Context: an optimization exercise on an open-source flow, tuned for small area and a short achievable clock period. The choices shown serve that exercise and are no tape-out recipe. The clock port is modelled as an ideal driver, which makes a skipped or thinned clock tree look cheaper than it is; a real chip needs a root buffer or a tree.

==> trial 63 <==
Design mul16_top, start of the top module:
module mul16_top(
    input clk,
    input [15:0] a,
    input [15:0] b,
    output reg [31:0] res
);
export LEC_CHECK = 0
export CAP_MARGIN = 20
export CORE_MARGIN = 2
export CORE_UTILIZATION = 55
export SLEW_MARGIN = 20
export SYNTH_HIERARCHICAL = 1
create_clock -name core_clock -period 22.0 [get_ports {clk}]
standard.sh (not shown) runs the stock make flow with config.mk's settings and CLKGATE_MAP_FILE= SYNTH_SCRIPT=/design/flow/synth_recipe.tcl, a recipe that flattens the netlist after the stock synthesis.
==> flow/flow/run.sh <==
#!/bin/bash
# Own layout flow: the standard ORFS flow (standard.sh), with
#  - port buffers of a small, fast buffer cell instead of the default delay buffer;
#  - the clock tree rebuilt after CTS as one level of four buffers driven by the clock
#    port (flatten_clock_core.tcl), which shortens the clock's insertion delay for all
#    registers alike;
#  - after that, and after global routing, timing repair aiming for setup slack above a
#    margin, so that the design is sized for the period it can reach rather than left at
#    minimum size by the loose clock.
# make's output goes to standard.log here; ORFS keeps each step's log in orfs/logs.
set -euo pipefail
cd "$(dirname "$0")/.."
export FLOW_DIR_OWN="$PWD/flow"
export FLOW_SETUP_MARGIN=0
export FLOW_IN_REG_CELL=sky130_fd_sc_hd__dfxtp_4
export BUFFER_PORTS_ARGS="-buffer_cell sky130_fd_sc_hd__buf_1"
export CTS_ARGS="-sink_clustering_enable -repair_clock_nets -dont_use_dummy_load -buf_list sky130_fd_sc_hd__clkbuf_8"
export POST_CTS_TCL="$PWD/flow/flatten_clock_post.tcl"
export PRE_GLOBAL_ROUTE_TCL="$PWD/flow/grt_margin.tcl"
bash standard.sh > standard.log 2>&1
Other scripts of this flow, unchanged in this note and not shown: flow/flow/flatten_clock_core.tcl, flow/flow/flatten_clock_post.tcl, flow/flow/grt_margin.tcl
==> inputs of trial 55, as changes to trial 63 <==
--- a/flow/design.v
+++ b/flow/design.v
@@ -1267,45 +1267,45 @@
   assign pp250 = ~(a[9] & b[15]);
   assign pp251 = ~(a[10] & b[15]);
   assign pp252 = ~(a[11] & b[15]);
   assign pp253 = ~(a[12] & b[15]);
   assign pp254 = ~(a[13] & b[15]);
   assign pp255 = ~(a[14] & b[15]);
   assign pp256 = ~(a[15] & b[15]);
   mul_xnor u_s257 (.a(pp104), .b(pp119), .y(s257));
-  mul_nand4 u_c258 (.a(a[7]), .b(b[6]), .c(a[6]), .d(b[7]), .y(c258));
+  mul_or u_c258 (.a(pp104), .b(pp119), .y(c258));
   mul_fa u_s259 (.a(pp105), .b(pp120), .ci(pp135), .s(s259), .co(c260));
   mul_xnor u_s261 (.a(pp15), .b(pp150), .y(s261));
-  mul_nand4 u_c262 (.a(a[14]), .b(b[0]), .c(a[5]), .d(b[9]), .y(c262));
+  mul_or u_c262 (.a(pp15), .b(pp150), .y(c262));
   mul_fa u_s263 (.a(pp106), .b(pp121), .ci(pp136), .s(s263), .co(c264));
   mul_fa u_s265 (.a(pp151), .b(pp16), .ci(pp166), .s(s265), .co(c266));
   mul_xnor u_s267 (.a(pp181), .b(pp196), .y(s267));
-  mul_nand4 u_c268 (.a(a[4]), .b(b[11]), .c(a[3]), .d(b[12]), .y(c268));
+  mul_or u_c268 (.a(pp181), .b(pp196), .y(c268));
   mul_fa u_s269 (.a(pp107), .b(pp122), .ci(pp137), .s(s269), .co(c270));
   mul_fa u_s271 (.a(pp152), .b(pp167), .ci(pp182), .s(s271), .co(c272));
   mul_xnor u_s273 (.a(pp197), .b(pp212), .y(s273));
-  mul_nand4 u_c274 (.a(a[4]), .b(b[12]), .c(a[3]), .d(b[13]), .y(c274));
+  mul_or u_c274 (.a(pp197), .b(pp212), .y(c274));
   mul_fa u_s275 (.a(pp108), .b(pp123), .ci(pp138), .s(s275), .co(c276));
   mul_fa u_s277 (.a(pp153), .b(pp168), .ci(pp183), .s(s277), .co(c278));
   mul_fa u_s279 (.a(pp109), .b(pp124), .ci(pp139), .s(s279), .co(c280));
   mul_xnor u_s281 (.a(pp10), .b(pp100), .y(s281));
-  mul_nand4 u_c282 (.a(a[9]), .b(b[0]), .c(a[3]), .d(b[6]), .y(c282));
+  mul_or u_c282 (.a(pp10), .b(pp100), .y(c282));
   mul_fa u_s283 (.a(pp101), .b(pp11), .ci(pp116), .s(s283), .co(c284));
   mul_xnor u_s285 (.a(pp131), .b(pp146), .y(s285));
-  mul_nand4 u_c286 (.a(a[2]), .b(b[8]), .c(a[1]), .d(b[9]), .y(c286));
+  mul_or u_c286 (.a(pp131), .b(pp146), .y(c286));
   mul_fa u_s287 (.a(pp102), .b(pp117), .ci(pp12), .s(s287), .co(c288));
   mul_fa u_s289 (.a(pp132), .b(pp147), .ci(pp162), .s(s289), .co(c290));
   mul_xnor u_s291 (.a(pp177), .b(pp27), .y(s291));
-  mul_nand4 u_c292 (.a(a[0]), .b(b[11]), .c(a[10]), .d(b[1]), .y(c292));
+  mul_or u_c292 (.a(pp177), .b(pp27), .y(c292));
   mul_fa u_s293 (.a(pp103), .b(pp118), .ci(pp13), .s(s293), .co(c294));
   mul_fa u_s295 (.a(pp133), .b(pp148), .ci(pp163), .s(s295), .co(c296));
   mul_fa u_s297 (.a(pp178), .b(pp193), .ci(pp28), .s(s297), .co(c298));
   mul_xnor u_s299 (.a(pp43), .b(pp58), .y(s299));
-  mul_nand4 u_c300 (.a(a[10]), .b(b[2]), .c(a[9]), .d(b[3]), .y(c300));
+  mul_or u_c300 (.a(pp43), .b(pp58), .y(c300));
   mul_fa u_s301 (.a(pp134), .b(pp14), .ci(pp149), .s(s301), .co(c302));
   mul_fa u_s303 (.a(pp164), .b(pp179), .ci(pp194), .s(s303), .co(c304));
   mul_fa u_s305 (.a(pp209), .b(pp29), .ci(pp44), .s(s305), .co(c306));
   mul_fa u_s307 (.a(pp59), .b(pp74), .ci(pp89), .s(s307), .co(c308));
   mul_fa u_s309 (.a(pp165), .b(pp180), .ci(pp195), .s(s309), .co(c310));
   mul_fa u_s311 (.a(pp210), .b(pp225), .ci(pp30), .s(s311), .co(c312));
   mul_fa u_s313 (.a(pp45), .b(pp60), .ci(pp75), .s(s313), .co(c314));
   mul_fa u_s315 (.a(pp90), .b(c258), .ci(s261), .s(s315), .co(c316));
@@ -1331,24 +1331,24 @@
   mul_fa u_s355 (.a(pp245), .b(pp80), .ci(pp95), .s(s355), .co(c356));
   mul_fa u_s357 (.a(pp111), .b(pp126), .ci(pp141), .s(s357), .co(c358));
   mul_fa u_s359 (.a(pp156), .b(pp171), .ci(pp186), .s(s359), .co(c360));
   mul_fa u_s361 (.a(pp201), .b(pp216), .ci(pp231), .s(s361), .co(c362));
   mul_fa u_s363 (.a(pp112), .b(pp127), .ci(pp142), .s(s363), .co(c364));
   mul_fa u_s365 (.a(pp157), .b(pp172), .ci(pp187), .s(s365), .co(c366));
   mul_fa u_s367 (.a(pp128), .b(pp143), .ci(pp158), .s(s367), .co(c368));
   mul_xnor u_s369 (.a(pp22), .b(pp37), .y(s369));
-  mul_nand4 u_c370 (.a(a[5]), .b(b[1]), .c(a[4]), .d(b[2]), .y(c370));
+  mul_or u_c370 (.a(pp22), .b(pp37), .y(c370));
   mul_fa u_s371 (.a(pp113), .b(pp23), .ci(pp38), .s(s371), .co(c372));
   mul_xnor u_s373 (.a(pp53), .b(pp68), .y(s373));
-  mul_nand4 u_c374 (.a(a[4]), .b(b[3]), .c(a[3]), .d(b[4]), .y(c374));
+  mul_or u_c374 (.a(pp53), .b(pp68), .y(c374));
   mul_fa u_s375 (.a(pp114), .b(pp129), .ci(pp24), .s(s375), .co(c376));
   mul_fa u_s377 (.a(pp39), .b(pp54), .ci(pp69), .s(s377), .co(c378));
   mul_xnor u_s379 (.a(pp84), .b(pp9), .y(s379));
-  mul_nand4 u_c380 (.a(a[3]), .b(b[5]), .c(a[8]), .d(b[0]), .y(c380));
+  mul_or u_c380 (.a(pp84), .b(pp9), .y(c380));
   mul_fa u_s381 (.a(pp115), .b(pp130), .ci(pp145), .s(s381), .co(c382));
   mul_fa u_s383 (.a(pp25), .b(pp40), .ci(pp55), .s(s383), .co(c384));
   mul_fa u_s385 (.a(pp70), .b(pp85), .ci(s281), .s(s385), .co(c386));
   mul_fa u_s387 (.a(pp161), .b(pp26), .ci(pp41), .s(s387), .co(c388));
   mul_fa u_s389 (.a(pp56), .b(pp71), .ci(pp86), .s(s389), .co(c390));
   mul_fa u_s391 (.a(c282), .b(s285), .ci(s283), .s(s391), .co(c392));
   mul_fa u_s393 (.a(pp42), .b(pp57), .ci(pp72), .s(s393), .co(c394));
   mul_fa u_s395 (.a(pp87), .b(c286), .ci(s291), .s(s395), .co(c396));
@@ -1388,20 +1388,20 @@
   mul_fa u_s463 (.a(c364), .b(c366), .ci(s367), .s(s463), .co(c464));
   mul_fa u_s465 (.a(pp144), .b(pp159), .ci(pp174), .s(s465), .co(c466));
   mul_fa u_s467 (.a(pp189), .b(pp204), .ci(pp219), .s(s467), .co(c468));
   mul_fa u_s469 (.a(pp234), .b(pp249), .ci(c368), .s(s469), .co(c470));
   mul_fa u_s471 (.a(pp160), .b(pp175), .ci(pp190), .s(s471), .co(c472));
   mul_fa u_s473 (.a(pp205), .b(pp220), .ci(pp235), .s(s473), .co(c474));
   mul_fa u_s475 (.a(pp176), .b(pp191), .ci(pp206), .s(s475), .co(c476));
   mul_xnor u_s477 (.a(pp20), .b(pp35), .y(s477));
-  mul_nand4 u_c478 (.a(a[3]), .b(b[1]), .c(a[2]), .d(b[2]), .y(c478));
+  mul_or u_c478 (.a(pp20), .b(pp35), .y(c478));
   mul_fa u_s479 (.a(pp21), .b(pp36), .ci(pp51), .s(s479), .co(c480));
   mul_xnor u_s481 (.a(pp6), .b(pp66), .y(s481));
-  mul_nand4 u_c482 (.a(a[5]), .b(b[0]), .c(a[1]), .d(b[4]), .y(c482));
+  mul_or u_c482 (.a(pp6), .b(pp66), .y(c482));
   mul_fa u_s483 (.a(pp52), .b(pp67), .ci(pp7), .s(s483), .co(c484));
   mul_fa u_s485 (.a(pp82), .b(pp97), .ci(s369), .s(s485), .co(c486));
   mul_fa u_s487 (.a(pp8), .b(pp83), .ci(pp98), .s(s487), .co(c488));
   mul_fa u_s489 (.a(c370), .b(s373), .ci(s371), .s(s489), .co(c490));
   mul_fa u_s491 (.a(pp99), .b(c374), .ci(s379), .s(s491), .co(c492));
   mul_fa u_s493 (.a(c372), .b(s375), .ci(s377), .s(s493), .co(c494));
   mul_fa u_s495 (.a(c380), .b(c376), .ci(c378), .s(s495), .co(c496));
   mul_fa u_s497 (.a(s381), .b(s383), .ci(s385), .s(s497), .co(c498));
@@ -1436,17 +1436,17 @@
   mul_fa u_s555 (.a(pp250), .b(c466), .ci(c468), .s(s555), .co(c556));
   mul_fa u_s557 (.a(s471), .b(s473), .ci(c470), .s(s557), .co(c558));
   mul_fa u_s559 (.a(pp221), .b(pp236), .ci(pp251), .s(s559), .co(c560));
   mul_fa u_s561 (.a(c472), .b(c474), .ci(s475), .s(s561), .co(c562));
   mul_fa u_s563 (.a(pp192), .b(pp207), .ci(pp222), .s(s563), .co(c564));
   mul_fa u_s565 (.a(pp237), .b(pp252), .ci(c476), .s(s565), .co(c566));
   mul_fa u_s567 (.a(pp208), .b(pp223), .ci(pp238), .s(s567), .co(c568));
   mul_xnor u_s569 (.a(pp19), .b(pp34), .y(s569));
-  mul_nand4 u_c570 (.a(a[2]), .b(b[1]), .c(a[1]), .d(b[2]), .y(c570));
+  mul_or u_c570 (.a(pp19), .b(pp34), .y(c570));
   mul_fa u_s571 (.a(pp5), .b(pp50), .ci(pp65), .s(s571), .co(c572));
   mul_fa u_s573 (.a(pp81), .b(c478), .ci(s481), .s(s573), .co(c574));
   mul_fa u_s575 (.a(c482), .b(c480), .ci(s483), .s(s575), .co(c576));
   mul_fa u_s577 (.a(c484), .b(s487), .ci(c486), .s(s577), .co(c578));
   mul_fa u_s579 (.a(c488), .b(s491), .ci(c490), .s(s579), .co(c580));
   mul_fa u_s581 (.a(c492), .b(c494), .ci(s495), .s(s581), .co(c582));
   mul_fa u_s583 (.a(c496), .b(s499), .ci(c498), .s(s583), .co(c584));
   mul_fa u_s585 (.a(c500), .b(s503), .ci(c502), .s(s585), .co(c586));
@@ -1463,17 +1463,17 @@
   mul_fa u_s607 (.a(s547), .b(c544), .ci(c546), .s(s607), .co(c608));
   mul_fa u_s609 (.a(c548), .b(s551), .ci(c550), .s(s609), .co(c610));
   mul_fa u_s611 (.a(c552), .b(s555), .ci(s557), .s(s611), .co(c612));
   mul_fa u_s613 (.a(s559), .b(c556), .ci(s561), .s(s613), .co(c614));
   mul_fa u_s615 (.a(c560), .b(s563), .ci(c562), .s(s615), .co(c616));
   mul_fa u_s617 (.a(pp253), .b(c564), .ci(s567), .s(s617), .co(c618));
   mul_fa u_s619 (.a(pp224), .b(pp239), .ci(pp254), .s(s619), .co(c620));
   mul_xnor u_s621 (.a(pp18), .b(pp3), .y(s621));
-  mul_nand4 u_c622 (.a(a[1]), .b(b[1]), .c(a[2]), .d(b[0]), .y(c622));
+  mul_or u_c622 (.a(pp18), .b(pp3), .y(c622));
   mul_fa u_s623 (.a(pp4), .b(pp49), .ci(s569), .s(s623), .co(c624));
   mul_fa u_s625 (.a(c570), .b(s477), .ci(s571), .s(s625), .co(c626));
   mul_fa u_s627 (.a(c572), .b(s479), .ci(s573), .s(s627), .co(c628));
   mul_fa u_s629 (.a(c574), .b(s485), .ci(s575), .s(s629), .co(c630));
   mul_fa u_s631 (.a(c576), .b(s489), .ci(s577), .s(s631), .co(c632));
   mul_fa u_s633 (.a(s493), .b(c578), .ci(s579), .s(s633), .co(c634));
   mul_fa u_s635 (.a(s497), .b(c580), .ci(s581), .s(s635), .co(c636));
   mul_fa u_s637 (.a(c582), .b(s501), .ci(s583), .s(s637), .co(c638));
@@ -1875,11 +1875,8 @@
   assign y = a ^ b;
 endmodule
 module mul_xnor(input a, input b, output y);
   assign y = ~(a ^ b);
 endmodule
 module mul_or(input a, input b, output y);
   assign y = a | b;
 endmodule
-module mul_nand4(input a, input b, input c, input d, output y);
-  assign y = ~(a & b & c & d);
-endmodule
==> summary of the runs <==
- Trial 55 finished with timing, DRC and antenna clean. Trial 63 passed the timing, DRC and antenna checks.
- Flip-flop and latch count is the same in trial 55 and trial 63.
- Worst setup slack: trial 63 is better than trial 55 (0.10 ns).
- Between trial 63 and trial 55, the lower clock skew is in trial 63 (gap 0.0014 ns).
- In trial 55 the first-iteration DRC count is smaller than in trial 63, by about 23%.
- Via count is about the same in trial 55 and trial 63.
- Of trial 63 and trial 55, trial 63 has the higher global-route usage (gap 0.65 points).
- In synthesized cell count, trial 55 and trial 63 do not differ.
- Against trial 55, the register-to-register slack of trial 63 is better by 0.19 ns.
- In sequential share of layout area, trial 55 and trial 63 do not differ.
No functional check of the RTL was part of any run of this note. No run of this note takes its clock network from TritonCTS; it comes from the design's own scripts or RTL.

==> re-timing with driven ports <==
The flow's constraints put no driver on any port. The routed layouts listed below were extracted and timed again, unchanged, in two steps. Step 1 sets driving cells, clkbuf_16 on the clock port and buf_2 on the other inputs (assumed; they add their load-dependent delay and slew). Step 2 moves the port delays by t, midway between the first and last clock arrival at a register: inputs arrive t later, outputs are due t later. That takes back most of the time a late clock gives input paths. Three values: ideal ports, drivers, drivers and shift; two values: the first two.
run	shift t [ns]	slack for setup (ns)	hold WS [ns]
trial 63	0.237	16.968 / 16.869 / 17.054	0.635 / 0.635 / 0.635
trial 55	0.229	16.865 / 16.809 / 16.865	0.624 / 0.624 / 0.624
After both steps setup and hold are still met in every run listed.
